Source: an optimization exercise on an open RTL-to-GDS flow (aim: small area, a short achievable clock period and few clock cycles per item). Production flows keep margins and buffers that such runs may drop.
No run shown here included a check of the RTL's function; only the layout flow was run.
Power is estimated from default activity; no workload was simulated.

## flow/design.v (module list and top-level ports; edited modules follow where they fit)
// module pe_diag: 493 lines
// module cov_fa: 4 lines
// module cov_fx: 6 lines
// module cov_fm: 6 lines
// module cov_mux2: 3 lines
// module cov_xor2: 3 lines
// module cov_maj3: 3 lines
// module cov_ha: 4 lines
// module cov_g0: 3 lines
// module cov_g1: 3 lines
// module cov_g2: 3 lines
// module cov_g3: 3 lines
// module cov_g4: 3 lines
// module cov_g5: 3 lines
// module pe_offdiag: 553 lines
// module cov_cpa: 264 lines
// module cov_cpac: 266 lines
// module Calu_Covariance_Top: 191 lines
// module cov_add_nn: 146 lines
// module cov_add_pn: 163 lines
module Calu_Covariance_Top #(
    parameter N           = 4,
    parameter DATA_WIDTH  = 16,
    parameter ACC_WIDTH   = 32,
    parameter SAMPLES_NUM = 128,
    parameter DONE_WAIT_CYCLES = 10
)(
    input  wire                       iclk,
    input  wire                       irst_n,
    input  wire                       istart,
    input  wire                       idata_valid,
    input  wire [N*DATA_WIDTH-1:0]    idata_i,
    input  wire [N*DATA_WIDTH-1:0]    idata_q,
    output wire [N*ACC_WIDTH-1:0]           oresult_diag,
    output wire [(N*(N-1)/2)*ACC_WIDTH-1:0] oresult_upper_q,
    output wire [(N*(N-1)/2)*ACC_WIDTH-1:0] oresult_upper_i,
    output wire                       oresult_valid,
    output wire                       ocalu_done
);
  // ...
==> flow/flow/run.sh <==
#!/bin/bash
# Own layout flow: the standard layout (standard.sh, unchanged synthesis,
# floorplan, power grid, placement, CTS and routing), run with extra make
# settings on the command line:
#   SETUP_SLACK_MARGIN   timing repair aims for this much setup slack
#   BUFFER_PORTS_ARGS    port buffers are buf_4 cells, not delay buffers
#   MATCH_CELL_FOOTPRINT repair may swap a cell for any cell of the same function
# The clock period and constraints are the standard flow's (constraint.sdc).
# make's full output goes to flow_make.log in this folder; ORFS's per-step
# logs stay under orfs/logs/.
set -euo pipefail
EXTRA="SETUP_SLACK_MARGIN=${FLOW_SETUP_MARGIN:-5.5} 'BUFFER_PORTS_ARGS=-buffer_cell sky130_fd_sc_hd__buf_4' MATCH_CELL_FOOTPRINT=0"
sed "s|CLKGATE_MAP_FILE= |CLKGATE_MAP_FILE= ${EXTRA} |" standard.sh > flow_standard.sh
grep -q "SETUP_SLACK_MARGIN=" flow_standard.sh
bash flow_standard.sh > flow_make.log 2>&1
test -s out/final.def
==> flow/standard.sh <==
#!/bin/bash
# synth_recipe.tcl (not shown) runs the flow's synth.tcl, then flattens the netlist and writes it again
# the make line also repeats each setting of config.mk as NAME=value (left out here)
make -C /OpenROAD-flow-scripts/flow DESIGN_CONFIG=/design/flow/config.mk WORK_HOME=/design/flow/orfs CLKGATE_MAP_FILE= SYNTH_SCRIPT=/design/flow/synth_recipe.tcl "${@:-finish}"
==> flow/config.mk <==
export PLATFORM = sky130hd
export DESIGN_NAME = Calu_Covariance_Top
export DESIGN_NICKNAME = Calu_Covariance_Top
export VERILOG_FILES = /design/flow/design.v
export SDC_FILE = /design/flow/constraint.sdc
export NUM_CORES = 8
export LEC_CHECK = 0
export CAP_MARGIN = 20
export CORE_MARGIN = 2
export CORE_UTILIZATION = 60
export CTS_CLUSTER_DIAMETER = 120
export CTS_CLUSTER_SIZE = 20
export PLACE_DENSITY = 0.68
export SLEW_MARGIN = 20
export SYNTH_HIERARCHICAL = 1
==> flow/constraint.sdc <==
create_clock -name core_clock -period 9.0 [get_ports {iclk}]
set_input_delay 1.8000 -clock core_clock [delete_from_list [all_inputs] [get_ports {iclk}]]
set_output_delay 1.8000 -clock core_clock [all_outputs]
set_load 0.01 [all_outputs]
==> summary.txt, run 1 <==
Finish
  • Most frequent cells in the layout: nor2_1, xor2_1, fa_1, dfxtp_1, a21o_1
  • Fraction of area in multi-input gates: 67.8%
  • Share of layout cells above drive strength 1: 22.4%
  • Register share of the cell area: 20.6%
  • Non-clock buffer contribution to total cell area: 5.63%

Synth
  • Fraction of synthesis flops using an asynchronous set or reset pin: 1.96%
  • Number of standard cells after synthesis: approximately 21k
  • Simple-Gate Fraction of Synth Area: 14.2%
  • Most used standard cell by instance count after synthesis: nor2_1

Power and ir drop
  • Peak supply drop: 0.000524 V
  • Clk network pwr share: 6.1%
  • Combinational gate power: 0.0905 W
  • Power consumed by sequential cells: 0.0212 W

Worst setup path
  • CP bufs+invs: 0
  • Number of logic stages on the critical path including buffering: 13
  • Largest stage delay on the critical path: 740 ps
  • Startpoint of the most critical register-to-register path: dm2[13]
  • Slowest-stage cell, CP: dfxtp_4

Detailed routing
  • Final routed DRC violation total: 0
  • Metal2 WL: 319,000 µm
  • Antenna Nets Post-Route: 1
  • Routed wire length per instance: about 28 µm
  • Iteration-0 DRC Markers: 14.2k

Clock network
  • Post-cts repair resize count: 1,510
  • Worst-path clk slew: 90 ps
  • Clk Tree Root Cell: clkbuf_16
  • TritonCTS clock tree: yes
  • CTS H-tree depth: 4
  • Number of buffers created by CTS: 150

Die
  • Initial core utilization: 60.3%

STA
  • Worst-margin pin slew: 1330 ps
  • Pins Over Slew Limit: 0
  • # setup viols final: 0

Run status
  • Result of the run: finished with violations
  • Failed layout checks: antenna violations

Placement
  • Count of port buffers added during placement: between 600 and 700

Hold path
  • Endpoint with the worst hold slack: u_re5.rb[0]
  • Hold Path Origin: yb5[0]
==> module cov_add_nn, before the edit <==
module cov_add_nn (input [16:0] a, input [16:0] b, output [16:0] s);
    wire p0, g0_0;
    cov_g2 up0 (.a(a[0]), .b(b[0]), .y(p0));
    cov_g4 ug0 (.a(a[0]), .b(b[0]), .y(g0_0));
    wire p1, g1_0;
    cov_g2 up1 (.a(a[1]), .b(b[1]), .y(p1));
    cov_g4 ug1 (.a(a[1]), .b(b[1]), .y(g1_0));
    wire p2, g2_0;
    cov_g2 up2 (.a(a[2]), .b(b[2]), .y(p2));
    cov_g4 ug2 (.a(a[2]), .b(b[2]), .y(g2_0));
    wire p3, g3_0;
    cov_g2 up3 (.a(a[3]), .b(b[3]), .y(p3));
    cov_g4 ug3 (.a(a[3]), .b(b[3]), .y(g3_0));
    wire p4, g4_0;
    cov_g2 up4 (.a(a[4]), .b(b[4]), .y(p4));
    cov_g4 ug4 (.a(a[4]), .b(b[4]), .y(g4_0));
    wire p5, g5_0;
    cov_g2 up5 (.a(a[5]), .b(b[5]), .y(p5));
    cov_g4 ug5 (.a(a[5]), .b(b[5]), .y(g5_0));
    wire p6, g6_0;
    cov_g2 up6 (.a(a[6]), .b(b[6]), .y(p6));
    cov_g4 ug6 (.a(a[6]), .b(b[6]), .y(g6_0));
    wire p7, g7_0;
    cov_g2 up7 (.a(a[7]), .b(b[7]), .y(p7));
    cov_g4 ug7 (.a(a[7]), .b(b[7]), .y(g7_0));
    wire p8, g8_0;
    cov_g2 up8 (.a(a[8]), .b(b[8]), .y(p8));
    cov_g4 ug8 (.a(a[8]), .b(b[8]), .y(g8_0));
    wire p9, g9_0;
    cov_g2 up9 (.a(a[9]), .b(b[9]), .y(p9));
    cov_g4 ug9 (.a(a[9]), .b(b[9]), .y(g9_0));
    wire p10, g10_0;
    cov_g2 up10 (.a(a[10]), .b(b[10]), .y(p10));
    cov_g4 ug10 (.a(a[10]), .b(b[10]), .y(g10_0));
    wire p11, g11_0;
    cov_g2 up11 (.a(a[11]), .b(b[11]), .y(p11));
    cov_g4 ug11 (.a(a[11]), .b(b[11]), .y(g11_0));
    wire p12, g12_0;
    cov_g2 up12 (.a(a[12]), .b(b[12]), .y(p12));
    cov_g4 ug12 (.a(a[12]), .b(b[12]), .y(g12_0));
    wire p13, g13_0;
    cov_g2 up13 (.a(a[13]), .b(b[13]), .y(p13));
    cov_g4 ug13 (.a(a[13]), .b(b[13]), .y(g13_0));
    wire p14, g14_0;
    cov_g2 up14 (.a(a[14]), .b(b[14]), .y(p14));
    cov_g4 ug14 (.a(a[14]), .b(b[14]), .y(g14_0));
    wire p15, g15_0;
    cov_g2 up15 (.a(a[15]), .b(b[15]), .y(p15));
    cov_g4 ug15 (.a(a[15]), .b(b[15]), .y(g15_0));
    wire p16, g16_0;
    cov_g2 up16 (.a(a[16]), .b(b[16]), .y(p16));
    cov_g4 ug16 (.a(a[16]), .b(b[16]), .y(g16_0));
    wire g1_1;
    cov_g0 ua1_1 (.a(p1), .b(g0_0), .c(g1_0), .y(g1_1));
    wire g3_1;
    cov_g0 ua3_1 (.a(p3), .b(g2_0), .c(g3_0), .y(g3_1));
    wire pp3_1;
    cov_g1 um3_1 (.a(p3), .b(p2), .y(pp3_1));
    wire g5_1;
    cov_g0 ua5_1 (.a(p5), .b(g4_0), .c(g5_0), .y(g5_1));
    wire pp5_1;
    cov_g1 um5_1 (.a(p5), .b(p4), .y(pp5_1));
    wire g7_1;
    cov_g0 ua7_1 (.a(p7), .b(g6_0), .c(g7_0), .y(g7_1));
    wire pp7_1;
    cov_g1 um7_1 (.a(p7), .b(p6), .y(pp7_1));
    wire g9_1;
    cov_g0 ua9_1 (.a(p9), .b(g8_0), .c(g9_0), .y(g9_1));
    wire pp9_1;
    cov_g1 um9_1 (.a(p9), .b(p8), .y(pp9_1));
    wire g11_1;
    cov_g0 ua11_1 (.a(p11), .b(g10_0), .c(g11_0), .y(g11_1));
    wire pp11_1;
    cov_g1 um11_1 (.a(p11), .b(p10), .y(pp11_1));
    wire g13_1;
    cov_g0 ua13_1 (.a(p13), .b(g12_0), .c(g13_0), .y(g13_1));
    wire pp13_1;
    cov_g1 um13_1 (.a(p13), .b(p12), .y(pp13_1));
    wire g15_1;
    cov_g0 ua15_1 (.a(p15), .b(g14_0), .c(g15_0), .y(g15_1));
    wire pp15_1;
    cov_g1 um15_1 (.a(p15), .b(p14), .y(pp15_1));
    wire g3_2;
    cov_g0 ua3_2 (.a(pp3_1), .b(g1_1), .c(g3_1), .y(g3_2));
    wire g7_2;
    cov_g0 ua7_2 (.a(pp7_1), .b(g5_1), .c(g7_1), .y(g7_2));
    wire pp7_2;
    cov_g1 um7_2 (.a(pp7_1), .b(pp5_1), .y(pp7_2));
    wire g11_2;
    cov_g0 ua11_2 (.a(pp11_1), .b(g9_1), .c(g11_1), .y(g11_2));
    wire pp11_2;
    cov_g1 um11_2 (.a(pp11_1), .b(pp9_1), .y(pp11_2));
    wire g15_2;
    cov_g0 ua15_2 (.a(pp15_1), .b(g13_1), .c(g15_1), .y(g15_2));
    wire pp15_2;
    cov_g1 um15_2 (.a(pp15_1), .b(pp13_1), .y(pp15_2));
    wire g7_3;
    cov_g0 ua7_3 (.a(pp7_2), .b(g3_2), .c(g7_2), .y(g7_3));
    wire g15_3;
    cov_g0 ua15_3 (.a(pp15_2), .b(g11_2), .c(g15_2), .y(g15_3));
    wire pp15_3;
    cov_g1 um15_3 (.a(pp15_2), .b(pp11_2), .y(pp15_3));
    wire g15_4;
    cov_g0 ua15_4 (.a(pp15_3), .b(g7_3), .c(g15_3), .y(g15_4));
    wire g11_5;
    cov_g0 ua11_5 (.a(pp11_2), .b(g7_3), .c(g11_2), .y(g11_5));
    wire g5_6;
    cov_g0 ua5_6 (.a(pp5_1), .b(g3_2), .c(g5_1), .y(g5_6));
    wire g9_6;
    cov_g0 ua9_6 (.a(pp9_1), .b(g7_3), .c(g9_1), .y(g9_6));
    wire g13_6;
    cov_g0 ua13_6 (.a(pp13_1), .b(g11_5), .c(g13_1), .y(g13_6));
    wire g2_7;
    cov_g0 ua2_7 (.a(p2), .b(g1_1), .c(g2_0), .y(g2_7));
    wire g4_7;
    cov_g0 ua4_7 (.a(p4), .b(g3_2), .c(g4_0), .y(g4_7));
    wire g6_7;
    cov_g0 ua6_7 (.a(p6), .b(g5_6), .c(g6_0), .y(g6_7));
    wire g8_7;
    cov_g0 ua8_7 (.a(p8), .b(g7_3), .c(g8_0), .y(g8_7));
    wire g10_7;
    cov_g0 ua10_7 (.a(p10), .b(g9_6), .c(g10_0), .y(g10_7));
    wire g12_7;
    cov_g0 ua12_7 (.a(p12), .b(g11_5), .c(g12_0), .y(g12_7));
    wire g14_7;
    cov_g0 ua14_7 (.a(p14), .b(g13_6), .c(g14_0), .y(g14_7));
    wire g16_7;
    cov_g0 ua16_7 (.a(p16), .b(g15_4), .c(g16_0), .y(g16_7));
    cov_g5 us0 (.a(p0), .y(s[0]));
    cov_g3 us1 (.a(p1), .b(g0_0), .y(s[1]));
    cov_g3 us2 (.a(p2), .b(g1_1), .y(s[2]));
    cov_g3 us3 (.a(p3), .b(g2_7), .y(s[3]));
    cov_g3 us4 (.a(p4), .b(g3_2), .y(s[4]));
    cov_g3 us5 (.a(p5), .b(g4_7), .y(s[5]));
    cov_g3 us6 (.a(p6), .b(g5_6), .y(s[6]));
    cov_g3 us7 (.a(p7), .b(g6_7), .y(s[7]));
    cov_g3 us8 (.a(p8), .b(g7_3), .y(s[8]));
    cov_g3 us9 (.a(p9), .b(g8_7), .y(s[9]));
    cov_g3 us10 (.a(p10), .b(g9_6), .y(s[10]));
    cov_g3 us11 (.a(p11), .b(g10_7), .y(s[11]));
    cov_g3 us12 (.a(p12), .b(g11_5), .y(s[12]));
    cov_g3 us13 (.a(p13), .b(g12_7), .y(s[13]));
    cov_g3 us14 (.a(p14), .b(g13_6), .y(s[14]));
    cov_g3 us15 (.a(p15), .b(g14_7), .y(s[15]));
    cov_g3 us16 (.a(p16), .b(g15_4), .y(s[16]));
endmodule
==> module cov_add_pn, before the edit <==
module cov_add_pn (input [16:0] a, input [16:0] b, output [16:0] s);
    wire p0, g0_0;
    wire bn0;
    cov_g5 ui0 (.a(b[0]), .y(bn0));
    cov_ha ug0 (.a(a[0]), .b(bn0), .s(p0), .co(g0_0));
    wire p1, g1_0;
    wire bn1;
    cov_g5 ui1 (.a(b[1]), .y(bn1));
    cov_ha ug1 (.a(a[1]), .b(bn1), .s(p1), .co(g1_0));
    wire p2, g2_0;
    wire bn2;
    cov_g5 ui2 (.a(b[2]), .y(bn2));
    cov_ha ug2 (.a(a[2]), .b(bn2), .s(p2), .co(g2_0));
    wire p3, g3_0;
    wire bn3;
    cov_g5 ui3 (.a(b[3]), .y(bn3));
    cov_ha ug3 (.a(a[3]), .b(bn3), .s(p3), .co(g3_0));
    wire p4, g4_0;
    wire bn4;
    cov_g5 ui4 (.a(b[4]), .y(bn4));
    cov_ha ug4 (.a(a[4]), .b(bn4), .s(p4), .co(g4_0));
    wire p5, g5_0;
    wire bn5;
    cov_g5 ui5 (.a(b[5]), .y(bn5));
    cov_ha ug5 (.a(a[5]), .b(bn5), .s(p5), .co(g5_0));
    wire p6, g6_0;
    wire bn6;
    cov_g5 ui6 (.a(b[6]), .y(bn6));
    cov_ha ug6 (.a(a[6]), .b(bn6), .s(p6), .co(g6_0));
    wire p7, g7_0;
    wire bn7;
    cov_g5 ui7 (.a(b[7]), .y(bn7));
    cov_ha ug7 (.a(a[7]), .b(bn7), .s(p7), .co(g7_0));
    wire p8, g8_0;
    wire bn8;
    cov_g5 ui8 (.a(b[8]), .y(bn8));
    cov_ha ug8 (.a(a[8]), .b(bn8), .s(p8), .co(g8_0));
    wire p9, g9_0;
    wire bn9;
    cov_g5 ui9 (.a(b[9]), .y(bn9));
    cov_ha ug9 (.a(a[9]), .b(bn9), .s(p9), .co(g9_0));
    wire p10, g10_0;
    wire bn10;
    cov_g5 ui10 (.a(b[10]), .y(bn10));
    cov_ha ug10 (.a(a[10]), .b(bn10), .s(p10), .co(g10_0));
    wire p11, g11_0;
    wire bn11;
    cov_g5 ui11 (.a(b[11]), .y(bn11));
    cov_ha ug11 (.a(a[11]), .b(bn11), .s(p11), .co(g11_0));
    wire p12, g12_0;
    wire bn12;
    cov_g5 ui12 (.a(b[12]), .y(bn12));
    cov_ha ug12 (.a(a[12]), .b(bn12), .s(p12), .co(g12_0));
    wire p13, g13_0;
    wire bn13;
    cov_g5 ui13 (.a(b[13]), .y(bn13));
    cov_ha ug13 (.a(a[13]), .b(bn13), .s(p13), .co(g13_0));
    wire p14, g14_0;
    wire bn14;
    cov_g5 ui14 (.a(b[14]), .y(bn14));
    cov_ha ug14 (.a(a[14]), .b(bn14), .s(p14), .co(g14_0));
    wire p15, g15_0;
    wire bn15;
    cov_g5 ui15 (.a(b[15]), .y(bn15));
    cov_ha ug15 (.a(a[15]), .b(bn15), .s(p15), .co(g15_0));
    wire p16, g16_0;
    wire bn16;
    cov_g5 ui16 (.a(b[16]), .y(bn16));
    cov_ha ug16 (.a(a[16]), .b(bn16), .s(p16), .co(g16_0));
    wire g1_1;
    cov_g0 ua1_1 (.a(p1), .b(g0_0), .c(g1_0), .y(g1_1));
    wire g3_1;
    cov_g0 ua3_1 (.a(p3), .b(g2_0), .c(g3_0), .y(g3_1));
    wire pp3_1;
    cov_g1 um3_1 (.a(p3), .b(p2), .y(pp3_1));
    wire g5_1;
    cov_g0 ua5_1 (.a(p5), .b(g4_0), .c(g5_0), .y(g5_1));
    wire pp5_1;
    cov_g1 um5_1 (.a(p5), .b(p4), .y(pp5_1));
    wire g7_1;
    cov_g0 ua7_1 (.a(p7), .b(g6_0), .c(g7_0), .y(g7_1));
    wire pp7_1;
    cov_g1 um7_1 (.a(p7), .b(p6), .y(pp7_1));
    wire g9_1;
    cov_g0 ua9_1 (.a(p9), .b(g8_0), .c(g9_0), .y(g9_1));
    wire pp9_1;
    cov_g1 um9_1 (.a(p9), .b(p8), .y(pp9_1));
    wire g11_1;
    cov_g0 ua11_1 (.a(p11), .b(g10_0), .c(g11_0), .y(g11_1));
    wire pp11_1;
    cov_g1 um11_1 (.a(p11), .b(p10), .y(pp11_1));
    wire g13_1;
    cov_g0 ua13_1 (.a(p13), .b(g12_0), .c(g13_0), .y(g13_1));
    wire pp13_1;
    cov_g1 um13_1 (.a(p13), .b(p12), .y(pp13_1));
    wire g15_1;
    cov_g0 ua15_1 (.a(p15), .b(g14_0), .c(g15_0), .y(g15_1));
    wire pp15_1;
    cov_g1 um15_1 (.a(p15), .b(p14), .y(pp15_1));
    wire g3_2;
    cov_g0 ua3_2 (.a(pp3_1), .b(g1_1), .c(g3_1), .y(g3_2));
    wire g7_2;
    cov_g0 ua7_2 (.a(pp7_1), .b(g5_1), .c(g7_1), .y(g7_2));
    wire pp7_2;
    cov_g1 um7_2 (.a(pp7_1), .b(pp5_1), .y(pp7_2));
    wire g11_2;
    cov_g0 ua11_2 (.a(pp11_1), .b(g9_1), .c(g11_1), .y(g11_2));
    wire pp11_2;
    cov_g1 um11_2 (.a(pp11_1), .b(pp9_1), .y(pp11_2));
    wire g15_2;
    cov_g0 ua15_2 (.a(pp15_1), .b(g13_1), .c(g15_1), .y(g15_2));
    wire pp15_2;
    cov_g1 um15_2 (.a(pp15_1), .b(pp13_1), .y(pp15_2));
    wire g7_3;
    cov_g0 ua7_3 (.a(pp7_2), .b(g3_2), .c(g7_2), .y(g7_3));
    wire g15_3;
    cov_g0 ua15_3 (.a(pp15_2), .b(g11_2), .c(g15_2), .y(g15_3));
    wire pp15_3;
    cov_g1 um15_3 (.a(pp15_2), .b(pp11_2), .y(pp15_3));
    wire g15_4;
    cov_g0 ua15_4 (.a(pp15_3), .b(g7_3), .c(g15_3), .y(g15_4));
    wire g11_5;
    cov_g0 ua11_5 (.a(pp11_2), .b(g7_3), .c(g11_2), .y(g11_5));
    wire g5_6;
    cov_g0 ua5_6 (.a(pp5_1), .b(g3_2), .c(g5_1), .y(g5_6));
    wire g9_6;
    cov_g0 ua9_6 (.a(pp9_1), .b(g7_3), .c(g9_1), .y(g9_6));
    wire g13_6;
    cov_g0 ua13_6 (.a(pp13_1), .b(g11_5), .c(g13_1), .y(g13_6));
    wire g2_7;
    cov_g0 ua2_7 (.a(p2), .b(g1_1), .c(g2_0), .y(g2_7));
    wire g4_7;
    cov_g0 ua4_7 (.a(p4), .b(g3_2), .c(g4_0), .y(g4_7));
    wire g6_7;
    cov_g0 ua6_7 (.a(p6), .b(g5_6), .c(g6_0), .y(g6_7));
    wire g8_7;
    cov_g0 ua8_7 (.a(p8), .b(g7_3), .c(g8_0), .y(g8_7));
    wire g10_7;
    cov_g0 ua10_7 (.a(p10), .b(g9_6), .c(g10_0), .y(g10_7));
    wire g12_7;
    cov_g0 ua12_7 (.a(p12), .b(g11_5), .c(g12_0), .y(g12_7));
    wire g14_7;
    cov_g0 ua14_7 (.a(p14), .b(g13_6), .c(g14_0), .y(g14_7));
    wire g16_7;
    cov_g0 ua16_7 (.a(p16), .b(g15_4), .c(g16_0), .y(g16_7));
    assign s[0] = p0;
    cov_g2 us1 (.a(p1), .b(g0_0), .y(s[1]));
    cov_g2 us2 (.a(p2), .b(g1_1), .y(s[2]));
    cov_g2 us3 (.a(p3), .b(g2_7), .y(s[3]));
    cov_g2 us4 (.a(p4), .b(g3_2), .y(s[4]));
    cov_g2 us5 (.a(p5), .b(g4_7), .y(s[5]));
    cov_g2 us6 (.a(p6), .b(g5_6), .y(s[6]));
    cov_g2 us7 (.a(p7), .b(g6_7), .y(s[7]));
    cov_g2 us8 (.a(p8), .b(g7_3), .y(s[8]));
    cov_g2 us9 (.a(p9), .b(g8_7), .y(s[9]));
    cov_g2 us10 (.a(p10), .b(g9_6), .y(s[10]));
    cov_g2 us11 (.a(p11), .b(g10_7), .y(s[11]));
    cov_g2 us12 (.a(p12), .b(g11_5), .y(s[12]));
    cov_g2 us13 (.a(p13), .b(g12_7), .y(s[13]));
    cov_g2 us14 (.a(p14), .b(g13_6), .y(s[14]));
    cov_g2 us15 (.a(p15), .b(g14_7), .y(s[15]));
    cov_g2 us16 (.a(p16), .b(g15_4), .y(s[16]));
endmodule
==> inputs of run 2 (changes only) <==
--- a/flow/design.v
+++ b/flow/design.v
@@ -1894,68 +1894,92 @@
     cov_g0 ua15_1 (.a(p15), .b(g14_0), .c(g15_0), .y(g15_1));
     wire pp15_1;
     cov_g1 um15_1 (.a(p15), .b(p14), .y(pp15_1));
+    wire g2_2;
+    cov_g0 ua2_2 (.a(p2), .b(g1_1), .c(g2_0), .y(g2_2));
     wire g3_2;
     cov_g0 ua3_2 (.a(pp3_1), .b(g1_1), .c(g3_1), .y(g3_2));
+    wire g6_2;
+    cov_g0 ua6_2 (.a(p6), .b(g5_1), .c(g6_0), .y(g6_2));
+    wire pp6_2;
+    cov_g1 um6_2 (.a(p6), .b(pp5_1), .y(pp6_2));
     wire g7_2;
     cov_g0 ua7_2 (.a(pp7_1), .b(g5_1), .c(g7_1), .y(g7_2));
     wire pp7_2;
     cov_g1 um7_2 (.a(pp7_1), .b(pp5_1), .y(pp7_2));
+    wire g10_2;
+    cov_g0 ua10_2 (.a(p10), .b(g9_1), .c(g10_0), .y(g10_2));
+    wire pp10_2;
+    cov_g1 um10_2 (.a(p10), .b(pp9_1), .y(pp10_2));
     wire g11_2;
     cov_g0 ua11_2 (.a(pp11_1), .b(g9_1), .c(g11_1), .y(g11_2));
     wire pp11_2;
     cov_g1 um11_2 (.a(pp11_1), .b(pp9_1), .y(pp11_2));
+    wire g14_2;
+    cov_g0 ua14_2 (.a(p14), .b(g13_1), .c(g14_0), .y(g14_2));
+    wire pp14_2;
+    cov_g1 um14_2 (.a(p14), .b(pp13_1), .y(pp14_2));
     wire g15_2;
     cov_g0 ua15_2 (.a(pp15_1), .b(g13_1), .c(g15_1), .y(g15_2));
     wire pp15_2;
     cov_g1 um15_2 (.a(pp15_1), .b(pp13_1), .y(pp15_2));
+    wire g4_3;
+    cov_g0 ua4_3 (.a(p4), .b(g3_2), .c(g4_0), .y(g4_3));
+    wire g5_3;
+    cov_g0 ua5_3 (.a(pp5_1), .b(g3_2), .c(g5_1), .y(g5_3));
+    wire g6_3;
+    cov_g0 ua6_3 (.a(pp6_2), .b(g3_2), .c(g6_2), .y(g6_3));
     wire g7_3;
     cov_g0 ua7_3 (.a(pp7_2), .b(g3_2), .c(g7_2), .y(g7_3));
+    wire g12_3;
+    cov_g0 ua12_3 (.a(p12), .b(g11_2), .c(g12_0), .y(g12_3));
+    wire pp12_3;
+    cov_g1 um12_3 (.a(p12), .b(pp11_2), .y(pp12_3));
+    wire g13_3;
+    cov_g0 ua13_3 (.a(pp13_1), .b(g11_2), .c(g13_1), .y(g13_3));
+    wire pp13_3;
+    cov_g1 um13_3 (.a(pp13_1), .b(pp11_2), .y(pp13_3));
+    wire g14_3;
+    cov_g0 ua14_3 (.a(pp14_2), .b(g11_2), .c(g14_2), .y(g14_3));
+    wire pp14_3;
+    cov_g1 um14_3 (.a(pp14_2), .b(pp11_2), .y(pp14_3));
     wire g15_3;
     cov_g0 ua15_3 (.a(pp15_2), .b(g11_2), .c(g15_2), .y(g15_3));
     wire pp15_3;
     cov_g1 um15_3 (.a(pp15_2), .b(pp11_2), .y(pp15_3));
+    wire g8_4;
+    cov_g0 ua8_4 (.a(p8), .b(g7_3), .c(g8_0), .y(g8_4));
+    wire g9_4;
+    cov_g0 ua9_4 (.a(pp9_1), .b(g7_3), .c(g9_1), .y(g9_4));
+    wire g10_4;
+    cov_g0 ua10_4 (.a(pp10_2), .b(g7_3), .c(g10_2), .y(g10_4));
+    wire g11_4;
+    cov_g0 ua11_4 (.a(pp11_2), .b(g7_3), .c(g11_2), .y(g11_4));
+    wire g12_4;
+    cov_g0 ua12_4 (.a(pp12_3), .b(g7_3), .c(g12_3), .y(g12_4));
+    wire g13_4;
+    cov_g0 ua13_4 (.a(pp13_3), .b(g7_3), .c(g13_3), .y(g13_4));
+    wire g14_4;
+    cov_g0 ua14_4 (.a(pp14_3), .b(g7_3), .c(g14_3), .y(g14_4));
     wire g15_4;
     cov_g0 ua15_4 (.a(pp15_3), .b(g7_3), .c(g15_3), .y(g15_4));
-    wire g11_5;
-    cov_g0 ua11_5 (.a(pp11_2), .b(g7_3), .c(g11_2), .y(g11_5));
-    wire g5_6;
-    cov_g0 ua5_6 (.a(pp5_1), .b(g3_2), .c(g5_1), .y(g5_6));
-    wire g9_6;
-    cov_g0 ua9_6 (.a(pp9_1), .b(g7_3), .c(g9_1), .y(g9_6));
-    wire g13_6;
-    cov_g0 ua13_6 (.a(pp13_1), .b(g11_5), .c(g13_1), .y(g13_6));
-    wire g2_7;
-    cov_g0 ua2_7 (.a(p2), .b(g1_1), .c(g2_0), .y(g2_7));
-    wire g4_7;
-    cov_g0 ua4_7 (.a(p4), .b(g3_2), .c(g4_0), .y(g4_7));
-    wire g6_7;
-    cov_g0 ua6_7 (.a(p6), .b(g5_6), .c(g6_0), .y(g6_7));
-    wire g8_7;
-    cov_g0 ua8_7 (.a(p8), .b(g7_3), .c(g8_0), .y(g8_7));
-    wire g10_7;
-    cov_g0 ua10_7 (.a(p10), .b(g9_6), .c(g10_0), .y(g10_7));
-    wire g12_7;
-    cov_g0 ua12_7 (.a(p12), .b(g11_5), .c(g12_0), .y(g12_7));
-    wire g14_7;
-    cov_g0 ua14_7 (.a(p14), .b(g13_6), .c(g14_0), .y(g14_7));
-    wire g16_7;
-    cov_g0 ua16_7 (.a(p16), .b(g15_4), .c(g16_0), .y(g16_7));
+    wire g16_5;
+    cov_g0 ua16_5 (.a(p16), .b(g15_4), .c(g16_0), .y(g16_5));
     cov_g5 us0 (.a(p0), .y(s[0]));
     cov_g3 us1 (.a(p1), .b(g0_0), .y(s[1]));
     cov_g3 us2 (.a(p2), .b(g1_1), .y(s[2]));
-    cov_g3 us3 (.a(p3), .b(g2_7), .y(s[3]));
+    cov_g3 us3 (.a(p3), .b(g2_2), .y(s[3]));
     cov_g3 us4 (.a(p4), .b(g3_2), .y(s[4]));
-    cov_g3 us5 (.a(p5), .b(g4_7), .y(s[5]));
-    cov_g3 us6 (.a(p6), .b(g5_6), .y(s[6]));
-    cov_g3 us7 (.a(p7), .b(g6_7), .y(s[7]));
+    cov_g3 us5 (.a(p5), .b(g4_3), .y(s[5]));
+    cov_g3 us6 (.a(p6), .b(g5_3), .y(s[6]));
+    cov_g3 us7 (.a(p7), .b(g6_3), .y(s[7]));
     cov_g3 us8 (.a(p8), .b(g7_3), .y(s[8]));
-    cov_g3 us9 (.a(p9), .b(g8_7), .y(s[9]));
-    cov_g3 us10 (.a(p10), .b(g9_6), .y(s[10]));
-    cov_g3 us11 (.a(p11), .b(g10_7), .y(s[11]));
-    cov_g3 us12 (.a(p12), .b(g11_5), .y(s[12]));
-    cov_g3 us13 (.a(p13), .b(g12_7), .y(s[13]));
-    cov_g3 us14 (.a(p14), .b(g13_6), .y(s[14]));
-    cov_g3 us15 (.a(p15), .b(g14_7), .y(s[15]));
+    cov_g3 us9 (.a(p9), .b(g8_4), .y(s[9]));
+    cov_g3 us10 (.a(p10), .b(g9_4), .y(s[10]));
+    cov_g3 us11 (.a(p11), .b(g10_4), .y(s[11]));
+    cov_g3 us12 (.a(p12), .b(g11_4), .y(s[12]));
+    cov_g3 us13 (.a(p13), .b(g12_4), .y(s[13]));
+    cov_g3 us14 (.a(p14), .b(g13_4), .y(s[14]));
+    cov_g3 us15 (.a(p15), .b(g14_4), .y(s[15]));
     cov_g3 us16 (.a(p16), .b(g15_4), .y(s[16]));
 endmodule
 module cov_add_pn (input [16:0] a, input [16:0] b, output [16:0] s);
@@ -2057,67 +2081,91 @@
     cov_g0 ua15_1 (.a(p15), .b(g14_0), .c(g15_0), .y(g15_1));
     wire pp15_1;
     cov_g1 um15_1 (.a(p15), .b(p14), .y(pp15_1));
+    wire g2_2;
+    cov_g0 ua2_2 (.a(p2), .b(g1_1), .c(g2_0), .y(g2_2));
     wire g3_2;
     cov_g0 ua3_2 (.a(pp3_1), .b(g1_1), .c(g3_1), .y(g3_2));
+    wire g6_2;
+    cov_g0 ua6_2 (.a(p6), .b(g5_1), .c(g6_0), .y(g6_2));
+    wire pp6_2;
+    cov_g1 um6_2 (.a(p6), .b(pp5_1), .y(pp6_2));
     wire g7_2;
     cov_g0 ua7_2 (.a(pp7_1), .b(g5_1), .c(g7_1), .y(g7_2));
     wire pp7_2;
     cov_g1 um7_2 (.a(pp7_1), .b(pp5_1), .y(pp7_2));
+    wire g10_2;
+    cov_g0 ua10_2 (.a(p10), .b(g9_1), .c(g10_0), .y(g10_2));
+    wire pp10_2;
+    cov_g1 um10_2 (.a(p10), .b(pp9_1), .y(pp10_2));
     wire g11_2;
     cov_g0 ua11_2 (.a(pp11_1), .b(g9_1), .c(g11_1), .y(g11_2));
     wire pp11_2;
     cov_g1 um11_2 (.a(pp11_1), .b(pp9_1), .y(pp11_2));
+    wire g14_2;
+    cov_g0 ua14_2 (.a(p14), .b(g13_1), .c(g14_0), .y(g14_2));
+    wire pp14_2;
+    cov_g1 um14_2 (.a(p14), .b(pp13_1), .y(pp14_2));
     wire g15_2;
     cov_g0 ua15_2 (.a(pp15_1), .b(g13_1), .c(g15_1), .y(g15_2));
     wire pp15_2;
     cov_g1 um15_2 (.a(pp15_1), .b(pp13_1), .y(pp15_2));
+    wire g4_3;
+    cov_g0 ua4_3 (.a(p4), .b(g3_2), .c(g4_0), .y(g4_3));
+    wire g5_3;
+    cov_g0 ua5_3 (.a(pp5_1), .b(g3_2), .c(g5_1), .y(g5_3));
+    wire g6_3;
+    cov_g0 ua6_3 (.a(pp6_2), .b(g3_2), .c(g6_2), .y(g6_3));
     wire g7_3;
     cov_g0 ua7_3 (.a(pp7_2), .b(g3_2), .c(g7_2), .y(g7_3));
+    wire g12_3;
+    cov_g0 ua12_3 (.a(p12), .b(g11_2), .c(g12_0), .y(g12_3));
+    wire pp12_3;
+    cov_g1 um12_3 (.a(p12), .b(pp11_2), .y(pp12_3));
+    wire g13_3;
+    cov_g0 ua13_3 (.a(pp13_1), .b(g11_2), .c(g13_1), .y(g13_3));
+    wire pp13_3;
+    cov_g1 um13_3 (.a(pp13_1), .b(pp11_2), .y(pp13_3));
+    wire g14_3;
+    cov_g0 ua14_3 (.a(pp14_2), .b(g11_2), .c(g14_2), .y(g14_3));
+    wire pp14_3;
+    cov_g1 um14_3 (.a(pp14_2), .b(pp11_2), .y(pp14_3));
     wire g15_3;
     cov_g0 ua15_3 (.a(pp15_2), .b(g11_2), .c(g15_2), .y(g15_3));
     wire pp15_3;
     cov_g1 um15_3 (.a(pp15_2), .b(pp11_2), .y(pp15_3));
+    wire g8_4;
+    cov_g0 ua8_4 (.a(p8), .b(g7_3), .c(g8_0), .y(g8_4));
+    wire g9_4;
+    cov_g0 ua9_4 (.a(pp9_1), .b(g7_3), .c(g9_1), .y(g9_4));
+    wire g10_4;
+    cov_g0 ua10_4 (.a(pp10_2), .b(g7_3), .c(g10_2), .y(g10_4));
+    wire g11_4;
+    cov_g0 ua11_4 (.a(pp11_2), .b(g7_3), .c(g11_2), .y(g11_4));
+    wire g12_4;
+    cov_g0 ua12_4 (.a(pp12_3), .b(g7_3), .c(g12_3), .y(g12_4));
+    wire g13_4;
+    cov_g0 ua13_4 (.a(pp13_3), .b(g7_3), .c(g13_3), .y(g13_4));
+    wire g14_4;
+    cov_g0 ua14_4 (.a(pp14_3), .b(g7_3), .c(g14_3), .y(g14_4));
     wire g15_4;
     cov_g0 ua15_4 (.a(pp15_3), .b(g7_3), .c(g15_3), .y(g15_4));
-    wire g11_5;
-    cov_g0 ua11_5 (.a(pp11_2), .b(g7_3), .c(g11_2), .y(g11_5));
-    wire g5_6;
-    cov_g0 ua5_6 (.a(pp5_1), .b(g3_2), .c(g5_1), .y(g5_6));
-    wire g9_6;
-    cov_g0 ua9_6 (.a(pp9_1), .b(g7_3), .c(g9_1), .y(g9_6));
-    wire g13_6;
-    cov_g0 ua13_6 (.a(pp13_1), .b(g11_5), .c(g13_1), .y(g13_6));
-    wire g2_7;
-    cov_g0 ua2_7 (.a(p2), .b(g1_1), .c(g2_0), .y(g2_7));
-    wire g4_7;
-    cov_g0 ua4_7 (.a(p4), .b(g3_2), .c(g4_0), .y(g4_7));
-    wire g6_7;
-    cov_g0 ua6_7 (.a(p6), .b(g5_6), .c(g6_0), .y(g6_7));
-    wire g8_7;
-    cov_g0 ua8_7 (.a(p8), .b(g7_3), .c(g8_0), .y(g8_7));
-    wire g10_7;
-    cov_g0 ua10_7 (.a(p10), .b(g9_6), .c(g10_0), .y(g10_7));
-    wire g12_7;
-    cov_g0 ua12_7 (.a(p12), .b(g11_5), .c(g12_0), .y(g12_7));
-    wire g14_7;
-    cov_g0 ua14_7 (.a(p14), .b(g13_6), .c(g14_0), .y(g14_7));
-    wire g16_7;
-    cov_g0 ua16_7 (.a(p16), .b(g15_4), .c(g16_0), .y(g16_7));
+    wire g16_5;
+    cov_g0 ua16_5 (.a(p16), .b(g15_4), .c(g16_0), .y(g16_5));
     assign s[0] = p0;
     cov_g2 us1 (.a(p1), .b(g0_0), .y(s[1]));
     cov_g2 us2 (.a(p2), .b(g1_1), .y(s[2]));
-    cov_g2 us3 (.a(p3), .b(g2_7), .y(s[3]));
+    cov_g2 us3 (.a(p3), .b(g2_2), .y(s[3]));
     cov_g2 us4 (.a(p4), .b(g3_2), .y(s[4]));
-    cov_g2 us5 (.a(p5), .b(g4_7), .y(s[5]));
-    cov_g2 us6 (.a(p6), .b(g5_6), .y(s[6]));
-    cov_g2 us7 (.a(p7), .b(g6_7), .y(s[7]));
+    cov_g2 us5 (.a(p5), .b(g4_3), .y(s[5]));
+    cov_g2 us6 (.a(p6), .b(g5_3), .y(s[6]));
+    cov_g2 us7 (.a(p7), .b(g6_3), .y(s[7]));
     cov_g2 us8 (.a(p8), .b(g7_3), .y(s[8]));
-    cov_g2 us9 (.a(p9), .b(g8_7), .y(s[9]));
-    cov_g2 us10 (.a(p10), .b(g9_6), .y(s[10]));
-    cov_g2 us11 (.a(p11), .b(g10_7), .y(s[11]));
-    cov_g2 us12 (.a(p12), .b(g11_5), .y(s[12]));
-    cov_g2 us13 (.a(p13), .b(g12_7), .y(s[13]));
-    cov_g2 us14 (.a(p14), .b(g13_6), .y(s[14]));
-    cov_g2 us15 (.a(p15), .b(g14_7), .y(s[15]));
+    cov_g2 us9 (.a(p9), .b(g8_4), .y(s[9]));
+    cov_g2 us10 (.a(p10), .b(g9_4), .y(s[10]));
+    cov_g2 us11 (.a(p11), .b(g10_4), .y(s[11]));
+    cov_g2 us12 (.a(p12), .b(g11_4), .y(s[12]));
+    cov_g2 us13 (.a(p13), .b(g12_4), .y(s[13]));
+    cov_g2 us14 (.a(p14), .b(g13_4), .y(s[14]));
+    cov_g2 us15 (.a(p15), .b(g14_4), .y(s[15]));
     cov_g2 us16 (.a(p16), .b(g15_4), .y(s[16]));
 endmodule
--- a/flow/config.mk
+++ b/flow/config.mk
@@ -7,9 +7,9 @@
 export LEC_CHECK = 0
 export CAP_MARGIN = 20
 export CORE_MARGIN = 2
-export CORE_UTILIZATION = 60
+export CORE_UTILIZATION = 70
 export CTS_CLUSTER_DIAMETER = 120
 export CTS_CLUSTER_SIZE = 20
-export PLACE_DENSITY = 0.68
+export PLACE_DENSITY = 0.78
 export SLEW_MARGIN = 20
 export SYNTH_HIERARCHICAL = 1
==> run 2 against run 1 <==
Effect of this change: now clean on timing, DRC and antenna; synthesized cell count increased by 1.3%; setup slack lost 59 ps; global-route usage is 5.3 points higher; non-clock buffer count decreased by 176; clock-buffer cell count down 9; critical path depth grew 2; combinational power shrank 0.4%; critical path type unchanged; largest cell class unchanged.
==> summary.txt, run 2 <==
Power and ir drop
  • Peak supply drop: 0.000453 V (-13%)
  • Clk network pwr share: 6.0% (about the same)
  • Internal Pwr Total: 0.0658 W
  • Gate power share: about 76%
  • Switching share of total power: about 44%
  • Power Total: 0.118 W
  • Static Leak: 129 nW
  • Switching Power: roughly 0.053 W
  • Power density relative to cell area: 487 nW/µm²
  • Portion of total power attributed to sequential cells: between 10% and 20%

Clock network
  • Deepest clock path buffer count: 4
  • Worst skew pair latency: about 950 ps
  • CTS H-tree depth: 4 (unchanged)
  • Hold-fix buffer count after cts: 0
  • Number of sinks on the clock net: 2,395
  • TritonCTS clock tree: yes
  • Worst-path clk slew: 100 ps (about the same)
  • Clk Tree Root Cell: clkbuf_16
  • Number of buffers created by CTS: 146 (-2.7%)

Finish
  • Final design utilization: 76.3%
  • Final net count: between 20k and 30k
  • Design area: around 240,000 µm²
  • Synth-to-layout area growth: 8.41%
  • Share of layout cells above drive strength 1: 21.1% (-1.3 points)
  • Top flop regs: xi: 64 flops, xq: 64 flops
  • Commonest non-fill, non-tap cell in the layout: nor2_1
  • Most frequent cells in the layout: nor2_1, xor2_1, fa_1, dfxtp_1, a21o_1
  • Filler Cell Count: roughly 22k

GRT
  • Overflow after GRT: 0
  • Wire length of the first global-routing pass: 1,060,000 µm
  • Antenna violations before repair: 114
  • Maximum number of pins on one net before global-route repair: 69
  • Via count of the first global-routing pass: roughly 170k
  • GR Util All Layers: 45.3%

Detailed routing
  • Antenna Nets Post-Route: 0 (-1)
  • DR pass1 iterations: 9
  • Final routed DRC violation total: 0 (unchanged)
  • Iteration-0 DRC Markers: 18.0k (+26%)
  • Routed wire length per instance: 28.2 µm (+0.76%)
  • Via count: 164k
  • Total Wirelength: 751,000 µm
  • Ratio of routed vias to standard cells: 6.17

Synth
  • Number of warnings issued by yosys: 13
  • Most used standard cell by instance count after synthesis: nor2_1
  • Number of standard cells after synthesis: 21.7k (+1.3%)
  • Flops & latches, synth: between 2k and 2.5k
  • Portion of synthesized cell area occupied by the leading cell type: 27.7%
  • Sequential-to-total area share from yosys stat: 21.5%
  • Most used flip-flop cell after synthesis: dfxtp_1
  • Fraction of synthesis flops using an asynchronous set or reset pin: 1.96% (unchanged)
  • Post-synth top cells: nor2_1, xor2_1, fa_1, dfxtp_1, a21o_1
  • Cell taking the most area after synthesis: fa_1
  • Post-synthesis cell type count: 51
  • Synth Cell Area: 224,000 µm²
  • Leading cell types by total area after synthesis: fa_1, dfxtp_1, xor2_1, nor2_1, a21o_1
  • Average cell area after synthesis: about 10 µm²
  • Number of flops mapped to enable cells by yosys: 0

Worst setup path
  • Critical-path maximum fanout: 3
  • Worst EP arrival: 4490 ps
  • Library cell appearing most often on the critical path: a21o_1
  • Category of the most critical setup path: reg2reg
  • Critical path startpoint category: flip-flop
  • Critical Path, Cell by Cell: buf_12 > buf_6 > or2_4 > fa_1 > ha_4 > a21o_1 > a21o_1 > a21o_1 > a21o_4 > a21o_4 > a21o_1 > a21o_1 > a21o_1 > xor2_1 > nor2b_1
  • Family with the most delay on the worst path: compound AO/OA/AOI/OAI gates
  • Largest stage delay on the critical path: 600 ps (-140 ps)
  • Slowest-stage cell, CP: fa_1
  • CP bufs+invs: 2 (+2)
  • Worst endpoint required time: 9720 ps
  • Crit. End Element: flip-flop

STA
  • # setup viols final: 0 (unchanged)
  • F_max: around 270 MHz
  • Pins Over Slew Limit: 0 (unchanged)
  • Count of final hold-check violations: 0
  • Final Skew: between 80 and 90 ps
  • Final hold slack: 418 ps
  • Minimum clock period: 3770 ps
  • Post-route setup TNS: 0 ps
  • Worst-margin pin slew: 1370 ps (+48.4 ps)
  • Max-slew headroom: 8.39%
  • Final period utilization: 41.9%
  • RSZ-0062 raised after global routing: yes

Placement
  • Count of port buffers added during placement: 645 (unchanged)
  • Placed inst area: 227,000 µm²
  • Weighted congestion reported at the end of routability-driven placement: 0.980
  • Total half-perimeter wirelength after legalization and detailed placement: around 530,000 µm

Job
  • Count of maximum capacitance violations: 0

Hold path
  • Hold/Removal Path Class: reg2reg

Die
  • I/O pin cnt: 646
  • Die outline area: 325,000 µm²
  • Initial core utilization: 70.4% (+10 points)
  • Die X: between 500 and 600 µm
  • Area of the placeable core: around 320,000 µm²
  • Chip height: around 570 µm
  • Standard-cell row count: around 210

Run status
  • Result of the run: complete, no violations
## run 2: kinds of logic (layout without fill, tap and decap cells)
logic type               after synthesis  count (layout)  share of synthesized area, %
other                                  4             270                       0.00669
multiplexers                         283             283                          1.89
flip-flops                          2395            2395                          21.5
buffers and inverters               2054            2485                          5.53
AO/OA/AOI/OAI                       1627            1627                          5.44
AND/OR/NAND/NOR                     6868            6869                          14.4
XOR/XNOR                            3621            3621                          14.1
adder cells (fa/ha/maj)             4884            4884                          37.1
## run 2: modules after synthesis, one instance, submodules excluded, excerpt
| module | cells | flip-flops and latches | copies in the design | cell area, µm² |
|---|---|---|---|---|
| Calu_Covariance_Top | 1306 | 687 | 1 | 16900 |
| cov_fa | 1 | 0 | 3100 | 20.0 |
| cov_g2 | 1 | 0 | 898 | 8.76 |
| cov_cpa | 1 | 0 | 4 | 7.51 |
| cov_maj3 | 1 | 0 | 936 | 11.3 |
| cov_mux2 | 1 | 0 | 280 | 15.0 |
## run 2: layer usage
metal	routed length (µm)	GRT usage (%)	vias to the layer above	share of wire, %
li1	-	-	68476	-
met4	64800	34.0	56	8.6
met2	306000	62.7	11105	41
met5	1200	0.149	-	0.16
met3	116000	23.0	2973	15
met1	263000	53.5	81486	35
## run 2: timing repair
action	in CTS	in global routing
pin swaps	272	408
endpoints found under the setup margin	776	380
cloned	0	1
gates resized for setup	1315	658
setup buffers	159	375
## run 2: power groups by stage
stage	clock network, W	logic [W]	registers [W]
floorplan	0	0.0648	0.0183
global placement	0	0.0770	0.0211
detailed placement	0	0.0801	0.0211
CTS	0.00713	0.0841	0.0210
global route	0.00749	0.0997	0.0213
finish	0.00710	0.0901	0.0212
## run 2: cell type report
class	instances	area (µm²)	area share, %
diodes	262	656	0.270
clock buffers	168	3810	1.57
clock inverters	24	259	0.106
inverters	919	3460	1.42
multi-input cells	17292	168000	68.9
flip-flops and latches	2395	50400	20.7
well taps	4180	5230	2.15
repair buffers	1374	11700	4.81
## run 2: final timing paths
path	startpoint	endpoint	slack, ps	depth (start not counted)
hold reg to reg	ya2[0]	u_re2.ra[0]	420	1
setup / recovery	dm1[10]	u_re0.acc[32]	5230	15
min in group asynchronous	irst_n	u_d3.clr	1040	1
hold / removal	ya2[0]	u_re2.ra[0]	420	1
max in group asynchronous	irst_n	u_re0.clr	7150	1
setup reg to reg	dm1[10]	u_re0.acc[32]	5230	15
## run 2: through the flow
step | setup slack [ps] | instances
6_report | 5230 | 26614
5_1_grt | 5180 | 26499
4_1_cts | 5300 | 25976
3_5_place_dp | 4660 | 25625
3_3_place_gp | 4680 | 25625
2_1_floorplan | 5620 | 21740

## what the ideal ports hide
Ports are ideal in the flow. The routed layouts listed here were re-timed in OpenROAD.
Step 1, drivers: a clkbuf_16 drives iclk and a buf_2 each remaining input, both assumed.
Step 2 moves the port delays by t, midway between the first and last clock arrival at a register: inputs arrive t later, outputs are due t later. That takes back most of the time a late clock gives input paths.
Slacks: no drivers / after step 1 / after step 2; pairs: no drivers / after step 1.
run | t (ns) | setup slack, ns | worst setup path at the end | slew at the worst register clock pin (ns) | pins driven straight from the clock port
run 1 | 1.047 | 5.292 / 5.292 / 5.039 | input to register | 0.10 / 0.10 | 1
run 2 | 1.030 | 5.232 / 5.232 / 4.959 | input to register | 0.10 / 0.10 | 1
The setup slack of run 2, which loses most, moves by 0.000 ns with the drivers and by -0.273 ns with both steps.
